Context: an optimization exercise on an open-source flow, tuned for small area and a short achievable clock period. The choices shown serve that exercise and are no tape-out recipe.
Function was not checked in any run shown here: the RTL went through the layout flow alone.
Power is estimated from default activity; no workload was simulated.

--- design/flow/run.sh ---
#!/bin/bash
# synth_recipe.tcl (not shown) runs the flow's synth.tcl, then flattens the netlist and writes it again
# the make line also repeats each setting of config.mk as NAME=value (left out here)
make -C /OpenROAD-flow-scripts/flow DESIGN_CONFIG=/design/flow/config.mk WORK_HOME=/design/flow/orfs CLKGATE_MAP_FILE= SYNTH_SCRIPT=/design/flow/synth_recipe.tcl finish
--- design/flow/design.v ---
module fp_floor #(
    parameter WIDTH = 24
)(
    input wire [WIDTH-1:0] a,
    output logic [WIDTH-1:0] result
);
    wire sign = a[23];
    wire [7:0] exponent = a[22:15];
    wire [14:0] fraction = a[14:0];
    wire [14:0] mask;
    wire [14:0] inverted_mask;
    wire [14:0] rounded_fraction;
    wire has_fraction;
    assign mask = {
        exponent>8'd127, exponent>8'd128, exponent>8'd129,
        exponent>8'd130, exponent>8'd131, exponent>8'd132, exponent>8'd133,
        exponent>8'd134, exponent>8'd135, exponent>8'd136, exponent>8'd137,
        exponent>8'd138, exponent>8'd139, exponent>8'd140, exponent>8'd141
    };
    assign inverted_mask = ~mask;
    assign rounded_fraction = fraction & mask;
    assign has_fraction = |(fraction & inverted_mask);
    always_comb begin
        if (exponent < 8'd127) begin
            result = sign ? 24'h800000 : 24'h000000;  
        end else if (!sign) begin
            result = {a[23:15], rounded_fraction};
        end else begin
            if (has_fraction) begin
                if (rounded_fraction == 15'b0) begin
                    result = {1'b1, exponent + 8'd1, 15'b0};
                end else begin
                    result = {1'b1, exponent, rounded_fraction} + 24'd1;
                end
            end else begin
                result = a;
            end
        end
    end
endmodule
module fp_ceil #(
    parameter WIDTH = 24
)(
    input wire [WIDTH-1:0] a,
    output logic [WIDTH-1:0] result
);
    wire sign;
    wire [7:0] exponent;
    wire [14:0] fraction;
    wire is_integer;
    wire [7:0] shift_amount;
    wire [14:0] fraction_mask;
    wire has_fraction;
    wire [14:0] increment;
    logic [14:0] new_fraction;
    logic [7:0] new_exponent;
    logic new_sign;
    assign sign = a[23];
    assign exponent = a[22:15];
    assign fraction = a[14:0];
    assign is_integer = (exponent >= 8'd150) || (fraction == 15'b0);
    assign shift_amount = 8'd150 - exponent;
    assign fraction_mask = (15'h7fff >> shift_amount);
    assign has_fraction = (fraction & fraction_mask) != 15'b0;
    assign increment = 15'h4000 >> (8'd14 - shift_amount);
    always_comb begin
        if (is_integer) begin
            {new_sign, new_exponent, new_fraction} = a;
        end else if (!sign && has_fraction) begin
            {new_sign, new_exponent, new_fraction} = {1'b0, exponent, fraction} + {9'b0, increment};
        end else if (sign && has_fraction) begin
            new_sign = 1'b1;
            new_exponent = exponent;
            new_fraction = fraction & ~fraction_mask;
        end else begin
            {new_sign, new_exponent, new_fraction} = a;
        end
    end
    assign result = {new_sign, new_exponent, new_fraction};
endmodule
module fp_mul_tree (
    input  wire [14:0] fa,
    input  wire [14:0] fb,
    output wire [31:0] r0,
    output wire [31:0] r1
);
    wire pp [0:14][0:14];
    genvar i, j;
    generate for (i = 0; i < 15; i = i + 1) begin : g_i
        for (j = 0; j < 15; j = j + 1) begin : g_j
            assign pp[i][j] = fa[i] & fb[j];
        end
    end endgenerate
    wire s1;
    wire c2;
    wire s3;
    wire c4;
    wire s5;
    wire c6;
    wire s7;
    wire c8;
    wire s9;
    wire c10;
    wire s11;
    wire c12;
    wire s13;
    wire c14;
    wire s15;
    wire c16;
    wire s17;
    wire c18;
    wire s19;
    wire c20;
    wire s21;
    wire c22;
    wire s23;
    wire c24;
    wire s25;
    wire c26;
    wire s27;
    wire c28;
    wire s29;
    wire c30;
    wire s31;
    wire c32;
    wire s33;
    wire c34;
    wire s35;
    wire c36;
    wire s37;
    wire c38;
    wire s39;
    wire c40;
    wire s41;
    wire c42;
    wire s43;
    wire c44;
    wire s45;
    wire c46;
    wire s47;
    wire c48;
    wire s49;
    wire c50;
    wire s51;
    wire c52;
    wire s53;
    wire c54;
    wire s55;
    wire c56;
    wire s57;
    wire c58;
    wire s59;
    wire c60;
    wire s61;
    wire c62;
    wire s63;
    wire c64;
    wire s65;
    wire c66;
    wire s67;
    wire c68;
    wire s69;
    wire c70;
    wire s71;
    wire c72;
    wire s73;
    wire c74;
    wire s75;
    wire c76;
    wire s77;
    wire c78;
    wire s79;
    wire c80;
    wire s81;
    wire c82;
    wire s83;
    wire c84;
    wire s85;
    wire c86;
    wire s87;
    wire c88;
    wire s89;
    wire c90;
    wire s91;
    wire c92;
    wire s93;
    wire c94;
    wire s95;
    wire c96;
    wire s97;
    wire c98;
    wire s99;
    wire c100;
    wire s101;
    wire c102;
    wire s103;
    wire c104;
    wire s105;
    wire c106;
    wire s107;
    wire c108;
    wire s109;
    wire c110;
    wire s111;
    wire c112;
    wire s113;
    wire c114;
    wire s115;
    wire c116;
    wire s117;
    wire c118;
    wire s119;
    wire c120;
    wire s121;
    wire c122;
    wire s123;
    wire c124;
    wire s125;
    wire c126;
    wire s127;
    wire c128;
    wire s129;
    wire c130;
    wire s131;
    wire c132;
    wire s133;
    wire c134;
    wire s135;
    wire c136;
    wire s137;
    wire c138;
    wire s139;
    wire c140;
    wire s141;
    wire c142;
    wire s143;
    wire c144;
    wire s145;
    wire c146;
    wire s147;
    wire c148;
    wire s149;
    wire c150;
    wire s151;
    wire c152;
    wire s153;
    wire c154;
    wire s155;
    wire c156;
    wire s157;
    wire c158;
    wire s159;
    wire c160;
    wire s161;
    wire c162;
    wire s163;
    wire c164;
    wire s165;
    wire c166;
    wire s167;
    wire c168;
    wire s169;
    wire c170;
    wire s171;
    wire c172;
    wire s173;
    wire c174;
    wire s175;
    wire c176;
    wire s177;
    wire c178;
    wire s179;
    wire c180;
    wire s181;
    wire c182;
    wire s183;
    wire c184;
    wire s185;
    wire c186;
    wire s187;
    wire c188;
    wire s189;
    wire c190;
    wire s191;
    wire c192;
    wire s193;
    wire c194;
    wire s195;
    wire c196;
    wire s197;
    wire c198;
    wire s199;
    wire c200;
    wire s201;
    wire c202;
    wire s203;
    wire c204;
    wire s205;
    wire c206;
    wire s207;
    wire c208;
    wire s209;
    wire c210;
    wire s211;
    wire c212;
    wire s213;
    wire c214;
    wire s215;
    wire c216;
    wire s217;
    wire c218;
    wire s219;
    wire c220;
    wire s221;
    wire c222;
    wire s223;
    wire c224;
    wire s225;
    wire c226;
    wire s227;
    wire c228;
    wire s229;
    wire c230;
    wire s231;
    wire c232;
    wire s233;
    wire c234;
    wire s235;
    wire c236;
    wire s237;
    wire c238;
    wire s239;
    wire c240;
    wire s241;
    wire c242;
    wire s243;
    wire c244;
    wire s245;
    wire c246;
    wire s247;
    wire c248;
    wire s249;
    wire c250;
    wire s251;
    wire c252;
    wire s253;
    wire c254;
    wire s255;
    wire c256;
    wire s257;
    wire c258;
    wire s259;
    wire c260;
    wire s261;
    wire c262;
    wire s263;
    wire c264;
    wire s265;
    wire c266;
    wire s267;
    wire c268;
    wire s269;
    wire c270;
    wire s271;
    wire c272;
    wire s273;
    wire c274;
    wire s275;
    wire c276;
    wire s277;
    wire c278;
    wire s279;
    wire c280;
    wire s281;
    wire c282;
    wire s283;
    wire c284;
    wire s285;
    wire c286;
    wire s287;
    wire c288;
    wire s289;
    wire c290;
    wire s291;
    wire c292;
    wire s293;
    wire c294;
    wire s295;
    wire c296;
    wire s297;
    wire c298;
    wire s299;
    wire c300;
    wire s301;
    wire c302;
    wire s303;
    wire c304;
    wire s305;
    wire c306;
    wire s307;
    wire c308;
    wire s309;
    wire c310;
    wire s311;
    wire c312;
    wire s313;
    wire c314;
    wire s315;
    wire c316;
    wire s317;
    wire c318;
    wire s319;
    wire c320;
    wire s321;
    wire c322;
    wire s323;
    wire c324;
    wire s325;
    wire c326;
    wire s327;
    wire c328;
    wire s329;
    wire c330;
    wire s331;
    wire c332;
    wire s333;
    wire c334;
    wire s335;
    wire c336;
    wire s337;
    wire c338;
    wire s339;
    wire c340;
    wire s341;
    wire c342;
    wire s343;
    wire c344;
    wire s345;
    wire c346;
    wire s347;
    wire c348;
    wire s349;
    wire c350;
    wire s351;
    wire c352;
    wire s353;
    wire c354;
    wire s355;
    wire c356;
    wire s357;
    wire c358;
    wire s359;
    wire c360;
    wire s361;
    wire c362;
    wire s363;
    wire c364;
    wire s365;
    wire c366;
    wire s367;
    wire c368;
    wire s369;
    wire c370;
    wire s371;
    wire c372;
    wire s373;
    wire c374;
    wire s375;
    wire c376;
    wire s377;
    wire c378;
    wire s379;
    wire c380;
    wire s381;
    wire c382;
    wire s383;
    wire c384;
    wire s385;
    wire c386;
    wire s387;
    wire c388;
    wire s389;
    wire c390;
    wire s391;
    wire c392;
    wire s393;
    wire c394;
    wire s395;
    wire c396;
    wire s397;
    wire c398;
    wire s399;
    wire c400;
    wire s401;
    wire c402;
    wire s403;
    wire c404;
    wire s405;
    wire c406;
    wire s407;
    wire c408;
    wire s409;
    wire c410;
    wire s411;
    wire c412;
    wire s413;
    wire c414;
    wire s415;
    wire c416;
    wire s417;
    wire c418;
    wire s419;
    wire c420;
    fp_ha u_s1 (.a(pp[0][13]), .b(pp[1][12]), .s(s1), .co(c2));
    fp_fa u_s3 (.a(pp[0][14]), .b(pp[1][13]), .c(pp[2][12]), .s(s3), .co(c4));
    fp_ha u_s5 (.a(pp[3][11]), .b(pp[4][10]), .s(s5), .co(c6));
    fp_fa u_s7 (.a(pp[1][14]), .b(pp[2][13]), .c(pp[3][12]), .s(s7), .co(c8));
    fp_fa u_s9 (.a(pp[4][11]), .b(pp[5][10]), .c(pp[6][9]), .s(s9), .co(c10));
    fp_ha u_s11 (.a(pp[7][8]), .b(pp[8][7]), .s(s11), .co(c12));
    fp_fa u_s13 (.a(pp[2][14]), .b(pp[3][13]), .c(pp[4][12]), .s(s13), .co(c14));
    fp_fa u_s15 (.a(pp[5][11]), .b(pp[6][10]), .c(pp[7][9]), .s(s15), .co(c16));
    fp_ha u_s17 (.a(pp[8][8]), .b(pp[9][7]), .s(s17), .co(c18));
    fp_fa u_s19 (.a(pp[3][14]), .b(pp[4][13]), .c(pp[5][12]), .s(s19), .co(c20));
    fp_fa u_s21 (.a(pp[6][11]), .b(pp[7][10]), .c(pp[8][9]), .s(s21), .co(c22));
    fp_fa u_s23 (.a(pp[4][14]), .b(pp[5][13]), .c(pp[6][12]), .s(s23), .co(c24));
    fp_ha u_s25 (.a(pp[0][9]), .b(pp[1][8]), .s(s25), .co(c26));
    fp_fa u_s27 (.a(pp[0][10]), .b(pp[1][9]), .c(pp[2][8]), .s(s27), .co(c28));
    fp_ha u_s29 (.a(pp[3][7]), .b(pp[4][6]), .s(s29), .co(c30));
    fp_fa u_s31 (.a(pp[0][11]), .b(pp[1][10]), .c(pp[2][9]), .s(s31), .co(c32));
    fp_fa u_s33 (.a(pp[3][8]), .b(pp[4][7]), .c(pp[5][6]), .s(s33), .co(c34));
    fp_ha u_s35 (.a(pp[6][5]), .b(pp[7][4]), .s(s35), .co(c36));
    fp_fa u_s37 (.a(pp[0][12]), .b(pp[1][11]), .c(pp[2][10]), .s(s37), .co(c38));
    fp_fa u_s39 (.a(pp[3][9]), .b(pp[4][8]), .c(pp[5][7]), .s(s39), .co(c40));
    fp_fa u_s41 (.a(pp[6][6]), .b(pp[7][5]), .c(pp[8][4]), .s(s41), .co(c42));
    fp_ha u_s43 (.a(pp[9][3]), .b(pp[10][2]), .s(s43), .co(c44));
    fp_fa u_s45 (.a(pp[2][11]), .b(pp[3][10]), .c(pp[4][9]), .s(s45), .co(c46));
    fp_fa u_s47 (.a(pp[5][8]), .b(pp[6][7]), .c(pp[7][6]), .s(s47), .co(c48));
    fp_fa u_s49 (.a(pp[8][5]), .b(pp[9][4]), .c(pp[10][3]), .s(s49), .co(c50));
    fp_fa u_s51 (.a(pp[11][2]), .b(pp[12][1]), .c(pp[13][0]), .s(s51), .co(c52));
    fp_fa u_s53 (.a(pp[5][9]), .b(pp[6][8]), .c(pp[7][7]), .s(s53), .co(c54));
    fp_fa u_s55 (.a(pp[8][6]), .b(pp[9][5]), .c(pp[10][4]), .s(s55), .co(c56));
    fp_fa u_s57 (.a(pp[11][3]), .b(pp[12][2]), .c(pp[13][1]), .s(s57), .co(c58));
    fp_fa u_s59 (.a(pp[14][0]), .b(c2), .c(s3), .s(s59), .co(c60));
    fp_fa u_s61 (.a(pp[9][6]), .b(pp[10][5]), .c(pp[11][4]), .s(s61), .co(c62));
    fp_fa u_s63 (.a(pp[12][3]), .b(pp[13][2]), .c(pp[14][1]), .s(s63), .co(c64));
    fp_fa u_s65 (.a(fa[0]), .b(fb[0]), .c(c4), .s(s65), .co(c66));
    fp_fa u_s67 (.a(c6), .b(s7), .c(s9), .s(s67), .co(c68));
    fp_fa u_s69 (.a(pp[10][6]), .b(pp[11][5]), .c(pp[12][4]), .s(s69), .co(c70));
    fp_fa u_s71 (.a(pp[13][3]), .b(pp[14][2]), .c(fa[1]), .s(s71), .co(c72));
    fp_fa u_s73 (.a(fb[1]), .b(c8), .c(c10), .s(s73), .co(c74));
    fp_fa u_s75 (.a(c12), .b(s13), .c(s15), .s(s75), .co(c76));
    fp_fa u_s77 (.a(pp[9][8]), .b(pp[10][7]), .c(pp[11][6]), .s(s77), .co(c78));
    fp_fa u_s79 (.a(pp[12][5]), .b(pp[13][4]), .c(pp[14][3]), .s(s79), .co(c80));
    fp_fa u_s81 (.a(fa[2]), .b(fb[2]), .c(c14), .s(s81), .co(c82));
    fp_fa u_s83 (.a(c16), .b(c18), .c(s19), .s(s83), .co(c84));
    fp_fa u_s85 (.a(pp[7][11]), .b(pp[8][10]), .c(pp[9][9]), .s(s85), .co(c86));
    fp_fa u_s87 (.a(pp[10][8]), .b(pp[11][7]), .c(pp[12][6]), .s(s87), .co(c88));
    fp_fa u_s89 (.a(pp[13][5]), .b(pp[14][4]), .c(fa[3]), .s(s89), .co(c90));
    fp_fa u_s91 (.a(fb[3]), .b(c20), .c(c22), .s(s91), .co(c92));
    fp_fa u_s93 (.a(pp[5][14]), .b(pp[6][13]), .c(pp[7][12]), .s(s93), .co(c94));
    fp_fa u_s95 (.a(pp[8][11]), .b(pp[9][10]), .c(pp[10][9]), .s(s95), .co(c96));
    fp_fa u_s97 (.a(pp[11][8]), .b(pp[12][7]), .c(pp[13][6]), .s(s97), .co(c98));
    fp_fa u_s99 (.a(pp[14][5]), .b(fa[4]), .c(fb[4]), .s(s99), .co(c100));
    fp_fa u_s101 (.a(pp[6][14]), .b(pp[7][13]), .c(pp[8][12]), .s(s101), .co(c102));
    fp_fa u_s103 (.a(pp[9][11]), .b(pp[10][10]), .c(pp[11][9]), .s(s103), .co(c104));
    fp_fa u_s105 (.a(pp[12][8]), .b(pp[13][7]), .c(pp[14][6]), .s(s105), .co(c106));
    fp_fa u_s107 (.a(pp[7][14]), .b(pp[8][13]), .c(pp[9][12]), .s(s107), .co(c108));
    fp_fa u_s109 (.a(pp[10][11]), .b(pp[11][10]), .c(pp[12][9]), .s(s109), .co(c110));
    fp_fa u_s111 (.a(pp[8][14]), .b(pp[9][13]), .c(pp[10][12]), .s(s111), .co(c112));
    fp_ha u_s113 (.a(pp[0][6]), .b(pp[1][5]), .s(s113), .co(c114));
    fp_fa u_s115 (.a(pp[0][7]), .b(pp[1][6]), .c(pp[2][5]), .s(s115), .co(c116));
    fp_ha u_s117 (.a(pp[3][4]), .b(pp[4][3]), .s(s117), .co(c118));
    fp_fa u_s119 (.a(pp[0][8]), .b(pp[1][7]), .c(pp[2][6]), .s(s119), .co(c120));
    fp_fa u_s121 (.a(pp[3][5]), .b(pp[4][4]), .c(pp[5][3]), .s(s121), .co(c122));
    fp_ha u_s123 (.a(pp[6][2]), .b(pp[7][1]), .s(s123), .co(c124));
    fp_fa u_s125 (.a(pp[2][7]), .b(pp[3][6]), .c(pp[4][5]), .s(s125), .co(c126));
    fp_fa u_s127 (.a(pp[5][4]), .b(pp[6][3]), .c(pp[7][2]), .s(s127), .co(c128));
    fp_fa u_s129 (.a(pp[8][1]), .b(pp[9][0]), .c(s25), .s(s129), .co(c130));
    fp_fa u_s131 (.a(pp[5][5]), .b(pp[6][4]), .c(pp[7][3]), .s(s131), .co(c132));
    fp_fa u_s133 (.a(pp[8][2]), .b(pp[9][1]), .c(pp[10][0]), .s(s133), .co(c134));
    fp_fa u_s135 (.a(c26), .b(s27), .c(s29), .s(s135), .co(c136));
    fp_fa u_s137 (.a(pp[8][3]), .b(pp[9][2]), .c(pp[10][1]), .s(s137), .co(c138));
    fp_fa u_s139 (.a(pp[11][0]), .b(c28), .c(c30), .s(s139), .co(c140));
    fp_fa u_s141 (.a(s31), .b(s33), .c(s35), .s(s141), .co(c142));
    fp_fa u_s143 (.a(pp[11][1]), .b(pp[12][0]), .c(c32), .s(s143), .co(c144));
    fp_fa u_s145 (.a(c34), .b(c36), .c(s37), .s(s145), .co(c146));
    fp_fa u_s147 (.a(s39), .b(s41), .c(s43), .s(s147), .co(c148));
    fp_fa u_s149 (.a(s1), .b(c38), .c(c40), .s(s149), .co(c150));
    fp_fa u_s151 (.a(c42), .b(c44), .c(s45), .s(s151), .co(c152));
    fp_fa u_s153 (.a(s47), .b(s49), .c(s51), .s(s153), .co(c154));
    fp_fa u_s155 (.a(s5), .b(c46), .c(c48), .s(s155), .co(c156));
    fp_fa u_s157 (.a(c50), .b(c52), .c(s53), .s(s157), .co(c158));
    fp_fa u_s159 (.a(s55), .b(s57), .c(s59), .s(s159), .co(c160));
    fp_fa u_s161 (.a(s11), .b(c54), .c(c56), .s(s161), .co(c162));
    fp_fa u_s163 (.a(c58), .b(c60), .c(s61), .s(s163), .co(c164));
    fp_fa u_s165 (.a(s63), .b(s65), .c(s67), .s(s165), .co(c166));
    fp_fa u_s167 (.a(s17), .b(c62), .c(c64), .s(s167), .co(c168));
    fp_fa u_s169 (.a(c66), .b(c68), .c(s69), .s(s169), .co(c170));
    fp_fa u_s171 (.a(s71), .b(s73), .c(s75), .s(s171), .co(c172));
    fp_fa u_s173 (.a(s21), .b(c70), .c(c72), .s(s173), .co(c174));
    fp_fa u_s175 (.a(c74), .b(c76), .c(s77), .s(s175), .co(c176));
    fp_fa u_s177 (.a(s79), .b(s81), .c(s83), .s(s177), .co(c178));
    fp_fa u_s179 (.a(s23), .b(c78), .c(c80), .s(s179), .co(c180));
    fp_fa u_s181 (.a(c82), .b(c84), .c(s85), .s(s181), .co(c182));
    fp_fa u_s183 (.a(s87), .b(s89), .c(s91), .s(s183), .co(c184));
    fp_fa u_s185 (.a(c24), .b(c86), .c(c88), .s(s185), .co(c186));
    fp_fa u_s187 (.a(c90), .b(c92), .c(s93), .s(s187), .co(c188));
    fp_fa u_s189 (.a(s95), .b(s97), .c(s99), .s(s189), .co(c190));
    fp_fa u_s191 (.a(fa[5]), .b(fb[5]), .c(c94), .s(s191), .co(c192));
    fp_fa u_s193 (.a(c96), .b(c98), .c(c100), .s(s193), .co(c194));
    fp_fa u_s195 (.a(s101), .b(s103), .c(s105), .s(s195), .co(c196));
    fp_fa u_s197 (.a(pp[13][8]), .b(pp[14][7]), .c(fa[6]), .s(s197), .co(c198));
    fp_fa u_s199 (.a(fb[6]), .b(c102), .c(c104), .s(s199), .co(c200));
    fp_fa u_s201 (.a(c106), .b(s107), .c(s109), .s(s201), .co(c202));
    fp_fa u_s203 (.a(pp[11][11]), .b(pp[12][10]), .c(pp[13][9]), .s(s203), .co(c204));
    fp_fa u_s205 (.a(pp[14][8]), .b(fa[7]), .c(fb[7]), .s(s205), .co(c206));
    fp_fa u_s207 (.a(c108), .b(c110), .c(s111), .s(s207), .co(c208));
    fp_fa u_s209 (.a(pp[9][14]), .b(pp[10][13]), .c(pp[11][12]), .s(s209), .co(c210));
    fp_fa u_s211 (.a(pp[12][11]), .b(pp[13][10]), .c(pp[14][9]), .s(s211), .co(c212));
    fp_fa u_s213 (.a(fa[8]), .b(fb[8]), .c(c112), .s(s213), .co(c214));
    fp_fa u_s215 (.a(pp[10][14]), .b(pp[11][13]), .c(pp[12][12]), .s(s215), .co(c216));
    fp_fa u_s217 (.a(pp[13][11]), .b(pp[14][10]), .c(fa[9]), .s(s217), .co(c218));
    fp_fa u_s219 (.a(pp[11][14]), .b(pp[12][13]), .c(pp[13][12]), .s(s219), .co(c220));
    fp_ha u_s221 (.a(pp[0][4]), .b(pp[1][3]), .s(s221), .co(c222));
    fp_fa u_s223 (.a(pp[0][5]), .b(pp[1][4]), .c(pp[2][3]), .s(s223), .co(c224));
    fp_ha u_s225 (.a(pp[3][2]), .b(pp[4][1]), .s(s225), .co(c226));
    fp_fa u_s227 (.a(pp[2][4]), .b(pp[3][3]), .c(pp[4][2]), .s(s227), .co(c228));
    fp_fa u_s229 (.a(pp[5][1]), .b(pp[6][0]), .c(s113), .s(s229), .co(c230));
    fp_fa u_s231 (.a(pp[5][2]), .b(pp[6][1]), .c(pp[7][0]), .s(s231), .co(c232));
    fp_fa u_s233 (.a(c114), .b(s115), .c(s117), .s(s233), .co(c234));
    fp_fa u_s235 (.a(pp[8][0]), .b(c116), .c(c118), .s(s235), .co(c236));
    fp_fa u_s237 (.a(s119), .b(s121), .c(s123), .s(s237), .co(c238));
    fp_fa u_s239 (.a(c120), .b(c122), .c(c124), .s(s239), .co(c240));
    fp_fa u_s241 (.a(s125), .b(s127), .c(s129), .s(s241), .co(c242));
    fp_fa u_s243 (.a(c126), .b(c128), .c(c130), .s(s243), .co(c244));
    fp_fa u_s245 (.a(s131), .b(s133), .c(s135), .s(s245), .co(c246));
    fp_fa u_s247 (.a(c132), .b(c134), .c(c136), .s(s247), .co(c248));
    fp_fa u_s249 (.a(s137), .b(s139), .c(s141), .s(s249), .co(c250));
    fp_fa u_s251 (.a(c138), .b(c140), .c(c142), .s(s251), .co(c252));
    fp_fa u_s253 (.a(s143), .b(s145), .c(s147), .s(s253), .co(c254));
    fp_fa u_s255 (.a(c144), .b(c146), .c(c148), .s(s255), .co(c256));
    fp_fa u_s257 (.a(s149), .b(s151), .c(s153), .s(s257), .co(c258));
    fp_fa u_s259 (.a(c150), .b(c152), .c(c154), .s(s259), .co(c260));
    fp_fa u_s261 (.a(s155), .b(s157), .c(s159), .s(s261), .co(c262));
    fp_fa u_s263 (.a(c156), .b(c158), .c(c160), .s(s263), .co(c264));
    fp_fa u_s265 (.a(s161), .b(s163), .c(s165), .s(s265), .co(c266));
    fp_fa u_s267 (.a(c162), .b(c164), .c(c166), .s(s267), .co(c268));
    fp_fa u_s269 (.a(s167), .b(s169), .c(s171), .s(s269), .co(c270));
    fp_fa u_s271 (.a(c168), .b(c170), .c(c172), .s(s271), .co(c272));
    fp_fa u_s273 (.a(s173), .b(s175), .c(s177), .s(s273), .co(c274));
    fp_fa u_s275 (.a(c174), .b(c176), .c(c178), .s(s275), .co(c276));
    fp_fa u_s277 (.a(s179), .b(s181), .c(s183), .s(s277), .co(c278));
    fp_fa u_s279 (.a(c180), .b(c182), .c(c184), .s(s279), .co(c280));
    fp_fa u_s281 (.a(s185), .b(s187), .c(s189), .s(s281), .co(c282));
    fp_fa u_s283 (.a(c186), .b(c188), .c(c190), .s(s283), .co(c284));
    fp_fa u_s285 (.a(s191), .b(s193), .c(s195), .s(s285), .co(c286));
    fp_fa u_s287 (.a(c192), .b(c194), .c(c196), .s(s287), .co(c288));
    fp_fa u_s289 (.a(s197), .b(s199), .c(s201), .s(s289), .co(c290));
    fp_fa u_s291 (.a(c198), .b(c200), .c(c202), .s(s291), .co(c292));
    fp_fa u_s293 (.a(s203), .b(s205), .c(s207), .s(s293), .co(c294));
    fp_fa u_s295 (.a(c204), .b(c206), .c(c208), .s(s295), .co(c296));
    fp_fa u_s297 (.a(s209), .b(s211), .c(s213), .s(s297), .co(c298));
    fp_fa u_s299 (.a(fb[9]), .b(c210), .c(c212), .s(s299), .co(c300));
    fp_fa u_s301 (.a(c214), .b(s215), .c(s217), .s(s301), .co(c302));
    fp_fa u_s303 (.a(pp[14][11]), .b(fa[10]), .c(fb[10]), .s(s303), .co(c304));
    fp_fa u_s305 (.a(c216), .b(c218), .c(s219), .s(s305), .co(c306));
    fp_fa u_s307 (.a(pp[12][14]), .b(pp[13][13]), .c(pp[14][12]), .s(s307), .co(c308));
    fp_fa u_s309 (.a(fa[11]), .b(fb[11]), .c(c220), .s(s309), .co(c310));
    fp_fa u_s311 (.a(pp[13][14]), .b(pp[14][13]), .c(fa[12]), .s(s311), .co(c312));
    fp_ha u_s313 (.a(pp[0][3]), .b(pp[1][2]), .s(s313), .co(c314));
    fp_fa u_s315 (.a(pp[2][2]), .b(pp[3][1]), .c(pp[4][0]), .s(s315), .co(c316));
    fp_fa u_s317 (.a(pp[5][0]), .b(c222), .c(s223), .s(s317), .co(c318));
    fp_fa u_s319 (.a(c224), .b(c226), .c(s227), .s(s319), .co(c320));
    fp_fa u_s321 (.a(c228), .b(c230), .c(s231), .s(s321), .co(c322));
    fp_fa u_s323 (.a(c232), .b(c234), .c(s235), .s(s323), .co(c324));
    fp_fa u_s325 (.a(c236), .b(c238), .c(s239), .s(s325), .co(c326));
    fp_fa u_s327 (.a(c240), .b(c242), .c(s243), .s(s327), .co(c328));
    fp_fa u_s329 (.a(c244), .b(c246), .c(s247), .s(s329), .co(c330));
    fp_fa u_s331 (.a(c248), .b(c250), .c(s251), .s(s331), .co(c332));
    fp_fa u_s333 (.a(c252), .b(c254), .c(s255), .s(s333), .co(c334));
    fp_fa u_s335 (.a(c256), .b(c258), .c(s259), .s(s335), .co(c336));
    fp_fa u_s337 (.a(c260), .b(c262), .c(s263), .s(s337), .co(c338));
    fp_fa u_s339 (.a(c264), .b(c266), .c(s267), .s(s339), .co(c340));
    fp_fa u_s341 (.a(c268), .b(c270), .c(s271), .s(s341), .co(c342));
    fp_fa u_s343 (.a(c272), .b(c274), .c(s275), .s(s343), .co(c344));
    fp_fa u_s345 (.a(c276), .b(c278), .c(s279), .s(s345), .co(c346));
    fp_fa u_s347 (.a(c280), .b(c282), .c(s283), .s(s347), .co(c348));
    fp_fa u_s349 (.a(c284), .b(c286), .c(s287), .s(s349), .co(c350));
    fp_fa u_s351 (.a(c288), .b(c290), .c(s291), .s(s351), .co(c352));
    fp_fa u_s353 (.a(c292), .b(c294), .c(s295), .s(s353), .co(c354));
    fp_fa u_s355 (.a(c296), .b(c298), .c(s299), .s(s355), .co(c356));
    fp_fa u_s357 (.a(c300), .b(c302), .c(s303), .s(s357), .co(c358));
    fp_fa u_s359 (.a(c304), .b(c306), .c(s307), .s(s359), .co(c360));
    fp_fa u_s361 (.a(fb[12]), .b(c308), .c(c310), .s(s361), .co(c362));
    fp_fa u_s363 (.a(pp[14][14]), .b(fa[13]), .c(fb[13]), .s(s363), .co(c364));
    fp_ha u_s365 (.a(pp[0][2]), .b(pp[1][1]), .s(s365), .co(c366));
    fp_fa u_s367 (.a(pp[2][1]), .b(pp[3][0]), .c(s313), .s(s367), .co(c368));
    fp_fa u_s369 (.a(s221), .b(c314), .c(s315), .s(s369), .co(c370));
    fp_fa u_s371 (.a(s225), .b(c316), .c(s317), .s(s371), .co(c372));
    fp_fa u_s373 (.a(s229), .b(c318), .c(s319), .s(s373), .co(c374));
    fp_fa u_s375 (.a(s233), .b(c320), .c(s321), .s(s375), .co(c376));
    fp_fa u_s377 (.a(s237), .b(c322), .c(s323), .s(s377), .co(c378));
    fp_fa u_s379 (.a(s241), .b(c324), .c(s325), .s(s379), .co(c380));
    fp_fa u_s381 (.a(s245), .b(c326), .c(s327), .s(s381), .co(c382));
    fp_fa u_s383 (.a(s249), .b(c328), .c(s329), .s(s383), .co(c384));
    fp_fa u_s385 (.a(s253), .b(c330), .c(s331), .s(s385), .co(c386));
    fp_fa u_s387 (.a(s257), .b(c332), .c(s333), .s(s387), .co(c388));
    fp_fa u_s389 (.a(s261), .b(c334), .c(s335), .s(s389), .co(c390));
    fp_fa u_s391 (.a(s265), .b(c336), .c(s337), .s(s391), .co(c392));
    fp_fa u_s393 (.a(s269), .b(c338), .c(s339), .s(s393), .co(c394));
    fp_fa u_s395 (.a(s273), .b(c340), .c(s341), .s(s395), .co(c396));
    fp_fa u_s397 (.a(s277), .b(c342), .c(s343), .s(s397), .co(c398));
    fp_fa u_s399 (.a(s281), .b(c344), .c(s345), .s(s399), .co(c400));
    fp_fa u_s401 (.a(s285), .b(c346), .c(s347), .s(s401), .co(c402));
    fp_fa u_s403 (.a(s289), .b(c348), .c(s349), .s(s403), .co(c404));
    fp_fa u_s405 (.a(s293), .b(c350), .c(s351), .s(s405), .co(c406));
    fp_fa u_s407 (.a(s297), .b(c352), .c(s353), .s(s407), .co(c408));
    fp_fa u_s409 (.a(s301), .b(c354), .c(s355), .s(s409), .co(c410));
    fp_fa u_s411 (.a(s305), .b(c356), .c(s357), .s(s411), .co(c412));
    fp_fa u_s413 (.a(s309), .b(c358), .c(s359), .s(s413), .co(c414));
    fp_fa u_s415 (.a(s311), .b(c360), .c(s361), .s(s415), .co(c416));
    fp_fa u_s417 (.a(c312), .b(c362), .c(s363), .s(s417), .co(c418));
    fp_fa u_s419 (.a(fa[14]), .b(fb[14]), .c(c364), .s(s419), .co(c420));
    assign r0[0] = pp[0][0];
    assign r1[0] = 1'b0;
    assign r0[1] = pp[0][1];
    assign r1[1] = pp[1][0];
    assign r0[2] = pp[2][0];
    assign r1[2] = s365;
    assign r0[3] = c366;
    assign r1[3] = s367;
    assign r0[4] = c368;
    assign r1[4] = s369;
    assign r0[5] = c370;
    assign r1[5] = s371;
    assign r0[6] = c372;
    assign r1[6] = s373;
    assign r0[7] = c374;
    assign r1[7] = s375;
    assign r0[8] = c376;
    assign r1[8] = s377;
    assign r0[9] = c378;
    assign r1[9] = s379;
    assign r0[10] = c380;
    assign r1[10] = s381;
    assign r0[11] = c382;
    assign r1[11] = s383;
    assign r0[12] = c384;
    assign r1[12] = s385;
    assign r0[13] = c386;
    assign r1[13] = s387;
    assign r0[14] = c388;
    assign r1[14] = s389;
    assign r0[15] = c390;
    assign r1[15] = s391;
    assign r0[16] = c392;
    assign r1[16] = s393;
    assign r0[17] = c394;
    assign r1[17] = s395;
    assign r0[18] = c396;
    assign r1[18] = s397;
    assign r0[19] = c398;
    assign r1[19] = s399;
    assign r0[20] = c400;
    assign r1[20] = s401;
    assign r0[21] = c402;
    assign r1[21] = s403;
    assign r0[22] = c404;
    assign r1[22] = s405;
    assign r0[23] = c406;
    assign r1[23] = s407;
    assign r0[24] = c408;
    assign r1[24] = s409;
    assign r0[25] = c410;
    assign r1[25] = s411;
    assign r0[26] = c412;
    assign r1[26] = s413;
    assign r0[27] = c414;
    assign r1[27] = s415;
    assign r0[28] = c416;
    assign r1[28] = s417;
    assign r0[29] = c418;
    assign r1[29] = s419;
    assign r0[30] = c420;
    assign r1[30] = 1'b1;
    assign r0[31] = 1'b0;
    assign r1[31] = 1'b0;
endmodule
module fp_fa (input wire a, input wire b, input wire c, output wire s, output wire co);
    assign s  = a ^ b ^ c;
    assign co = (a & b) | (a & c) | (b & c);
endmodule
module fp_ha (input wire a, input wire b, output wire s, output wire co);
    assign s  = a ^ b;
    assign co = a & b;
endmodule
module fpu #(
    parameter WIDTH = 24
)(
    input   logic clk,
    input   wire logic [WIDTH - 1:0] a,
    input   wire logic [WIDTH - 1:0] b,
    input   wire logic [3:0]         opcode,
    output  logic [WIDTH - 1:0] result
);
    logic [23:0] a1, b1;
    logic [3:0]  op1;
    always_ff @(posedge clk) begin
        a1  <= a;
        b1  <= b;
        op1 <= opcode;
    end
    wire is_as   = (op1 == 4'b0000) || (op1 == 4'b0100);
    wire is_max  = (op1 == 4'b0001);
    wire is_min  = (op1 == 4'b0010);
    wire is_fl   = (op1 == 4'b1000);
    wire is_ce   = (op1 == 4'b1001);
    wire is_mul  = (op1 == 4'b0011);
    wire is_abs  = (op1 == 4'b0101);
    wire is_neg  = (op1 == 4'b0110);
    wire [7:0]  ea = a1[22:15];
    wire [7:0]  eb = b1[22:15];
    wire [15:0] ma = {ea != 8'd0, a1[14:0]};
    wire [15:0] mb = {eb != 8'd0, b1[14:0]};
    wire        sa    = a1[23];
    wire        sb    = b1[23] ^ op1[2];
    wire        abig  = a1[22:0] > b1[22:0];
    wire [15:0] maxm  = abig ? ma : mb;
    wire [15:0] minm  = abig ? mb : ma;
    wire [7:0]  maxe  = abig ? ea : eb;
    wire [3:0]  dab   = ea[3:0] - eb[3:0];
    wire [3:0]  shamt = abig ? dab : 4'd0 - dab;
    wire [15:0] shm   = minm >> shamt;
    wire        effsub = sa ^ sb;
    wire        ssign = abig ? sa : sb;
    wire [16:0] m17   = effsub ? {1'b0, maxm - shm} : {1'b0, maxm} + {1'b0, shm};
    wire a_gt = (a1[23] == b1[23]) ? (abig ^ a1[23]) : b1[23];
    wire [23:0] mm = (a_gt ^ is_min) ? a1 : b1;
    wire [23:0] fl_r, ce_r;
    fp_floor u_floor (.a(a1), .result(fl_r));
    fp_ceil  u_ceil  (.a(a1), .result(ce_r));
    wire [23:0] pass_r =
        (is_max | is_min) ? mm :
        is_fl  ? fl_r :
        is_ce  ? ce_r :
        is_abs ? {1'b0, a1[22:0]} :
        is_neg ? {~a1[23], a1[22:0]} :
        (a1[23] ? 24'hbf8000 : 24'h3f8000);
    wire [31:0] r0, r1;
    fp_mul_tree u_tree (.fa(a1[14:0]), .fb(b1[14:0]), .r0(r0), .r1(r1));
    wire [15:0] lo   = {1'b0, r0[14:0]} + {1'b0, r1[14:0]};
    wire        pcin = lo[15];
    wire [8:0]  sum9 = {1'b0, ea} + {1'b0, eb};
    wire [8:0]  e9   = sum9 - 9'd127;
    wire        mzero = (ea == 8'd0) || (eb == 8'd0) || (sum9 < 9'd128);
    wire        movf  = sum9 >= 9'd382;
    wire        meq   = sum9 == 9'd381;
    wire        msign = a1[23] ^ b1[23];
    logic        k_mul, k_as, k_sub;
    logic [43:0] d2;
    always_ff @(posedge clk) begin
        k_mul <= is_mul;
        k_as  <= is_as;
        k_sub <= effsub;
        if (is_mul)
            d2 <= {meq, movf, mzero, msign, e9[7:0], pcin, r1[29:15], r0[30:15]};
        else if (is_as)
            d2 <= {18'd0, ssign, maxe, m17};
        else
            d2 <= {20'd0, pass_r};
    end
    wire [16:0] m  = d2[16:0];
    wire [7:0]  me = d2[24:17];
    wire        ms = d2[25];
    logic [3:0] lz;
    always_comb begin
        lz = 4'd15;
        for (int i = 0; i < 16; i++)
            if (m[i]) lz = 4'(15 - i);
    end
    wire [15:0] nsh = m[15:0] << lz;
    wire [23:0] add_r = m[16] ? {ms, me + 8'd1, m[15:1]} : {ms, me, m[14:0]};
    wire [23:0] sub_r = (m[15:0] == 16'd0) ? {ms, 23'd0} : {ms, me - {4'd0, lz}, nsh[14:0]};
    wire [16:0] p    = {1'b0, d2[15:0]} + {2'b01, d2[30:16]} + {16'd0, d2[31]};
    wire [7:0]  pe   = d2[39:32] + {7'd0, p[16]};
    wire [14:0] pm   = p[16] ? p[15:1] : p[14:0];
    wire        povf = d2[42] | (d2[43] & p[16]);
    wire [23:0] mul_r = d2[41] ? 24'd0 : povf ? 24'h7f8000 : {d2[40], pe, pm};
    always_ff @(posedge clk) begin
        if (k_mul)
            result <= mul_r;
        else if (k_as)
            result <= k_sub ? sub_r : add_r;
        else
            result <= d2[23:0];
    end
endmodule
--- design/flow/constraint.sdc ---
create_clock -name core_clock -period 8.5 [get_ports {clk}]
set_input_delay 1.7000 -clock core_clock [delete_from_list [all_inputs] [get_ports {clk}]]
set_output_delay 1.7000 -clock core_clock [all_outputs]
set_load 0.01 [all_outputs]
--- design/flow/config.mk ---
export PLATFORM = sky130hd
export DESIGN_NAME = fpu
export DESIGN_NICKNAME = fpu
export VERILOG_FILES = /design/flow/design.v
export SDC_FILE = /design/flow/constraint.sdc
export NUM_CORES = 4
export LEC_CHECK = 0
export CAP_MARGIN = 20
export CORE_MARGIN = 2
export CORE_UTILIZATION = 40
export SETUP_SLACK_MARGIN = 5
export SLEW_MARGIN = 20
==> impl_results.md, run 1 <==
* TritonCTS clock tree: yes
* Initial antenna violation count at 2
* Hold_buf cts at 0
* DRC at 0
* Drt initial violations at roughly 2400
* Number of global-route vias before repair at 19700
* Register area share after synthesis at about an eighth
* Async S/R FF share, synth at 0%
* Layout cells sized above 1 at between 20% and 30%
* Clock Pin Slew Worst Setup and Hold Paths at ~0.070 ns
* Power Dens Cells at 224 mW/mm²
* Final WL at approximately 80 mm
* Syn-to-layout area delta at 26.6%
* Fillers at between 4000 and 5000
* Fin util at 51.1%
* Critical Path RT at slightly below 9 ns
* Via count at ~20000
* Ys flop type: dfxtp_1
* Pwr Total at between 5000 and 6000 µW
* Number of buffers and inverters on the critical path at 8
* Flops & latches, synth at approximately 120
* Clock buffer depth at 2
* Worst-skew pair later-pin latency at roughly 0.5 ns
* Period Utilization, post-route at roughly two thirds
* Pin count of the biggest net entering global routing at 46
* Root buf cell: clkbuf_16
* CP Launch Type: register
* Sequential Power Share at approximately 14%
* Psw at around 2800 µW
* CP Class: reg -> reg
* Count of pins over their slew limit at 0
* Syn Inst Count at 2463
* RD Place Congestion at around 1.0
* Initial core utilization at 40.4%
* Count of unique library cells instantiated by Yosys at 104
* Max Cap Violations at 0
* Core ar. at between 0.04 and 0.05 mm²
* CTS buffer count at 17
* Row cnt at 81
* DP HPWL at 57.7 mm
* Run status: no timing/DRC/antenna violations
* Setup violators final at 0
* CP max stage cell: a221oi_4
* Max-slew headroom at a little over a fifth
* Min cycle time layout at roughly 5.8 ns
* Gr ovfl total at 0
* Post-Synthesis Cell Area at a little under 0.02 mm²
* FMAX at roughly 0.17 GHz
* Die area at between 0.05 and 0.06 mm²
* Switching share of power at 49.4%
* Final nets at roughly 3000
* Die Height at ~230 µm
* Clk sinks at 123
* TritonRoute pass-1 iters at 6
* Avg WL per Cell at around 25 µm
* Total Negative Setup Slacks at 0 ns
* Slowest stage delay, CP at 0.43 ns
* CP Capture Type: register
* Clock Skew at roughly 0.026 ns
* P_leak at roughly 0.011 µW
* Inserted Diodes at 0
* Max VDD drop at 0.000196 V
* Power Internal at 2840 µW
* Clock share of power at around 14%
* Vias per Instance at between 6 and 7
* Syn nets at 2870
* First-pass GRT wire length at 122 mm
* Post-synth EDFFs at 0
* Syn Area/Cell at roughly 8.0 µm²
* Synth warn at 4
* RSZ-0062 raised after global routing: yes
* Top Ports at 77
* Arrival time worst endpoint at 6.21 ns
* Worst min-delay path class: reg -> reg
* Die width at between 200 and 250 µm
* Worst-Margin Slew at about 1.2 ns
* Htree depth at 4
* Hold Violations, Final at 0
* Port-buffer cells at 76
* Residual antenna-violating net count after detailed routing at 0
* Family with the most delay on the worst path: compound AO/OA/AOI/OAI gates
* Logic pwr share at roughly 72%
* Most frequent CP cell: buf_4
* CP max FO at 4
* Total GRT Usage at a little under a third
==> layout by cell type (no fill, tap or decap), types with 26 or more instances in the layout <==
cell,instances
inv_1,261
nand3_1,49
xnor2_1,40
dfxtp_1,84
o22ai_1,37
nor3_1,31
xor2_1,26
buf_4,144
a21o_1,26
and2_1,53
a21oi_1,101
fa_1,149
ha_1,129
o21ai_0,95
mux2i_1,44
fa_2,54
nand2_1,178
clkdlybuf4s50_1,76
nor2_1,246
==> power by group through the flow <==
stage / Sequential [µW] / Combinational (µW) / Clock, µW
2_1_floorplan: 751 / 2110 / 0
3_3_place_gp: 812 / 3180 / 0
3_5_place_dp: 815 / 3190 / 0
4_1_cts: 782 / 3600 / 789
5_1_grt: 794 / 4320 / 815
6_report: 786 / 4050 / 775
==> flip-flops by register name, indices dropped and copies added (netlist names) <==
register	cells
a1	24
b1	24
d2	44
k_as	1
k_mul	1
k_sub	1
op1	4
result	24
==> cells by family after synthesis <==
kind of cell,share of synthesized area [%]
simple gates,18.4
xor+xnor,3.55
fa+ha+maj,30.2
compound gates,21.0
buf+inv,9.12
mux,5.29
flops,12.5
==> final timing paths <==
check        depth (start not counted)    from    endpoint  slack (ns)
max reg2reg                         29  b1[16]      d2[14]        2.70
min reg2reg                          2  d2[40]  result[23]        0.47
max                                 29  b1[16]      d2[14]        2.70
min                                  2  d2[40]  result[23]        0.47
==> area by class of cell <==
type / instances / area (µm²) / area share (%)
multi-input combinational: 1878 / 16800 / 67.4
timing repair buffer: 278 / 2820 / 11.3
sequential: 123 / 2570 / 10.3
inverter: 315 / 1310 / 5.26
tap: 664 / 831 / 3.33
clock buffer: 18 / 450 / 1.80
clock inverter: 14 / 145 / 0.581
==> cell usage after synthesis (22+ instances only) <==
master	number	share of area, %
inv_1	297	5.7
nor2_1	274	5.2
fa_1	203	21
nand2_1	185	3.5
ha_1	151	9.6
dfxtp_1	123	12
o21ai_0	114	2.9
a21oi_1	110	2.8
clkbuf_1	110	2.1
and2_1	57	1.8
nand3_1	53	1.3
mux2i_1	51	2.6
xnor2_1	50	2.2
o22ai_1	39	1.2
nor3_1	36	0.91
a31oi_1	31	0.98
a211oi_1	29	1.1
nor2b_1	28	0.89
xor2_1	28	1.2
a21o_1	27	1.0
o211ai_1	22	0.84
==> repair_timing <==
| item | in CTS | in global routing |
|---|---|---|
| setup endpoints to repair | 53 | 37 |
| pin swaps | 73 | 93 |
| setup buffers | 108 | 51 |
| gates resized for setup | 232 | 155 |
| cloned | 6 | 1 |
==> through the flow <==
stage / hold WS (ns) / instances / area (µm²) / setup slack [ns]
after floorplan: 0.437 / 2463 / 20400 / 3.33
after global placement: 0.455 / 3092 / 21400 / 1.89
after detailed placement: 0.463 / 3092 / 21400 / 1.67
after CTS: 0.474 / 3238 / 24000 / 2.76
after global routing: 0.499 / 3290 / 25000 / 2.55
final: 0.466 / 3290 / 25000 / 2.70
==> worst reg2reg max path, delay by kind of cell (launching register included) <==
| family | cells | cell delay, ns |
|---|---|---|
| AO/OA/AOI/OAI | 13 | 2.80 |
| flip-flops | 1 | 0.37 |
| multiplexers | 1 | 0.33 |
| buffers and inverters | 8 | 0.98 |
| AND/OR/NAND/NOR | 5 | 0.61 |
| adder cells (fa/ha/maj) | 2 | 0.64 |
==> metal layers <==
| layer | wire length, µm | up-vias | track usage [%] |
|---|---|---|---|
| met3 | 7890 | 280 | 7.92 |
| met5 | 26 | - | 0 |
| li1 | - | 8807 | - |
| met2 | 35100 | 1087 | 47.7 |
| met1 | 33500 | 9903 | 42.6 |
| met4 | 5080 | 4 | 16.9 |
==> inputs of run 2 (changes only) <==
--- a/design/flow/config.mk
+++ b/design/flow/config.mk
@@ -7,2 +7,3 @@
 export LEC_CHECK = 0
+export ABC_CLOCK_PERIOD_IN_PS = 3000
 export CAP_MARGIN = 20
==> run 2 against run 1 <==
Against the previous run: critical endpoint unchanged; combinational power about the same; die area stayed put; synthesized cell count unchanged; via count unchanged; largest cell class unchanged; power is the same; wire length unchanged; largest power group unchanged; sequential power barely moved; clock power hardly changed; register-to-register slack about the same; first-iteration DRC count unchanged.
==> impl_results.md, run 2 <==
* CP max FO at 4
* Run status: no timing/DRC/antenna violations
* Hold WS at between 0.4 and 0.5 ns
* Avg WL per Cell at approximately 25 µm
* Critical Path RT at a little under 9 ns
* Syn Area/Cell at 8.01 µm²
* Core ar. at ~0.049 mm²
* GR Util met2 at between 40% and 50%
* Setup violators final at 0
* Hold Violations, Final at 0
* Clock Pin Slew Worst Setup and Hold Paths at ~0.070 ns
* Power Dens Cells at about 220 mW/mm²
* Pin count of the biggest net entering global routing at 46
* Synth top cells by count: inv_1, nor2_1, fa_1, nand2_1, ha_1
* Ys flop type: dfxtp_1
* Die Height at about 230 µm
* RD Place Congestion at between 1 and 1.5
* CP Class: reg -> reg
* Register with the most flip-flops: d2
* Max reg flops at 44
* Max Cap Violations at 0
* RR Endpoint: d2[14]
* Fin cells at around 3300
* Initial core utilization at 40.4%
* Inserted Diodes at 0
* Top cells by area, synth: fa_1, dfxtp_1, ha_1
* Final nets at 3020
* Most frequent cell after synthesis: inv_1
* First-pass GRT wire length at 122 mm
* Worst-skew pair later-pin latency at ~0.50 ns
* Synth warn at 4
* Period Utilization, post-route at between 60% and 70%
* Worst-Margin Slew at 1.17 ns
* R2r worst-path depth at 29
* Met1 Use GR at a little over two fifths
* Row cnt at between 80 and 90
* Post-synth top area share at 20.6%
* Yosys top cell by area: fa_1
* R2r setup slk at ~2.7 ns
* TritonRoute pass-1 iters at 6
* Syn Inst Count at ~2500
* Worst min-delay path class: reg -> reg
* Syn nets at 2870
* RSZ-0062 raised after global routing: yes
* Most common cell after layout, fill and taps aside: inv_1
* Count of unique library cells instantiated by Yosys at 104
* Dpl cells at between 3000 and 4000
* Register area share after synthesis at between 10 and 15%
* Initial antenna violation count at 2
* Vias per Instance at 6.10
* Top Ports at 77
* Critical R2R Launch: b1[16]
* Most frequent CP cell: buf_4
* Max-slew headroom at 21.5%
* CP Capture Type: register
* Syn-to-layout area delta at 26.6%
* Max VDD drop at around 0.00020 V
* Async S/R FF share, synth at 0%
* Final worst slack at 2.70 ns
* Die area at 0.0511 mm²
* CP Launch Type: register
* Final WL at just over 80 mm
* Hold_buf cts at 0
* TritonCTS clock tree: yes
* Root buf cell: clkbuf_16
* CP max stage cell: a221oi_4
* FMAX at approximately 0.17 GHz
* Htree depth at 4
* Slowest stage delay, CP at roughly 0.43 ns
* GR peak layer: met2
* Total Negative Setup Slacks at 0 ns
* Arrival time worst endpoint at between 6 and 7 ns
* Layout cells sized above 1 at between 20% and 30%
* Port-buffer cells at 76
* Setup WS pre-CTS at 1.67 ns
* Met3 usage at between 7 and 8%
* Crit path to: d2[14]
* Setup crit start: b1[16]
* Die width at between 200 and 250 µm
* Flops & latches, synth at about 120
* Count of pins over their slew limit at 0
* Gr ovfl total at 0
* Post-synth EDFFs at 0
* Clock Skew at around 0.026 ns
* Drt initial violations at 2372
* Number of global-route vias before repair at about 20000
* Min cycle time layout at roughly 5.8 ns
* DRC at 0
* Via count at 20100
* Clk sinks at between 100 and 150
* Total GRT Usage at 31.9%
* Post-Synthesis Cell Area at around 0.020 mm²
* P_leak at roughly 0.011 µW
* Clock buffer depth at 2
* DP HPWL at slightly below 60 mm
* CTS buffer count at 17
* Residual antenna-violating net count after detailed routing at 0
* Commonest non-fill, non-tap cells in the layout: inv_1, nor2_1, nand2_1
==> run 2: cell counts after synthesis <==
Identical to the previous run, type by type.
==> run 2: worst min path at each step <==
stage	startpoint	end	slack, ns	cells past startpoint
floorplan	d2[40]	result[23]	0.44	2
global placement	d2[40]	result[23]	0.46	2
detailed placement	d2[40]	result[23]	0.46	2
CTS	d2[40]	result[23]	0.47	2
global route	d2[40]	result[23]	0.50	2
finish	d2[40]	result[23]	0.47	2
==> run 2: power breakdown <==
group	internal [µW]	leakage (µW)	switching (µW)
clock	430	0.000297	345
combinational	1750	0.00932	2300
sequential	659	0.00104	127
total	2840	0.0107	2770
==> run 2: stage by stage <==
step	total power (µW)	instance area, µm²	utilization [%]
floorplan	2860	20400	-
global placement	3990	21400	43.9
detailed placement	4010	21400	43.9
CTS	5170	24000	49.0
global route	5930	25000	51.1
finish	5610	25000	51.1
==> run 2: area by class of cell <==
class / instances / area, µm²
sequential: 123 / 2570
multi-input combinational: 1878 / 16800
timing repair buffer: 278 / 2820
tap: 664 / 831
inverter: 315 / 1310
clock buffer: 18 / 450
clock inverter: 14 / 145
fill: 4593 / 23900
==> run 2: routing by layer <==
metal	share of wire, %	wire (µm)
met4	6.2	5080
met2	43	35100
met3	9.7	7890
met5	0.032	26
met1	41	33500
==> run 2: cell families (layout without fill, tap and decap cells) <==
| group | Yosys count | in the layout | synth area share (%) |
|---|---|---|---|
| xor+xnor | 79 | 79 | 3.55 |
| compound gates | 601 | 601 | 21.0 |
| flops | 123 | 123 | 12.5 |
| fa+ha+maj | 354 | 354 | 30.2 |
| buf+inv | 464 | 625 | 9.12 |
| mux | 81 | 82 | 5.29 |
| simple gates | 761 | 762 | 18.4 |
==> run 2: critical path: cells and delay by family, from the launching register on <==
| family | cells | cell delay [ns] |
|---|---|---|
| AOI/OAI and AO/OA | 13 | 2.79 |
| adders and majority gates | 2 | 0.64 |
| buffers and inverters | 8 | 0.98 |
| DFF | 1 | 0.37 |
| muxes | 1 | 0.33 |
| and+or+nand+nor | 5 | 0.61 |
==> run 2: repair_timing <==
item	in CTS	in global routing
endpoints found under the setup margin	53	37
gates cloned	6	1
gates resized for setup	232	155
pin swaps	73	93
setup buffers	108	51

## re-timing with driven ports
In the flow no input, the clock included, has a driving cell. The finished layouts below were timed again as built, in two steps.
Step 1 assumes that a clkbuf_16 drives the clock port and a buf_2 every other input.
Step 2, shift: input delay + t, output delay - t, t = (earliest + latest rising clock arrival at the registers) / 2. This alone moves slack from input paths to output paths.
Three values: ideal ports, drivers, drivers and shift; two values: the first two.
run | t, ns | slack for setup (ns) | worst hold slack (ns) | clock arrival spread, ns | slew at the worst register clock pin (ns)
run 1 | 0.544 | 2.698 / 2.698 / 2.698 | 0.466 / 0.466 / 0.466 | 0.027 / 0.027 | 0.09 / 0.09
run 2 | 0.544 | 2.698 / 2.698 / 2.698 | 0.466 / 0.466 / 0.466 | 0.027 / 0.027 | 0.09 / 0.09
After both steps setup and hold are still met in every run listed.
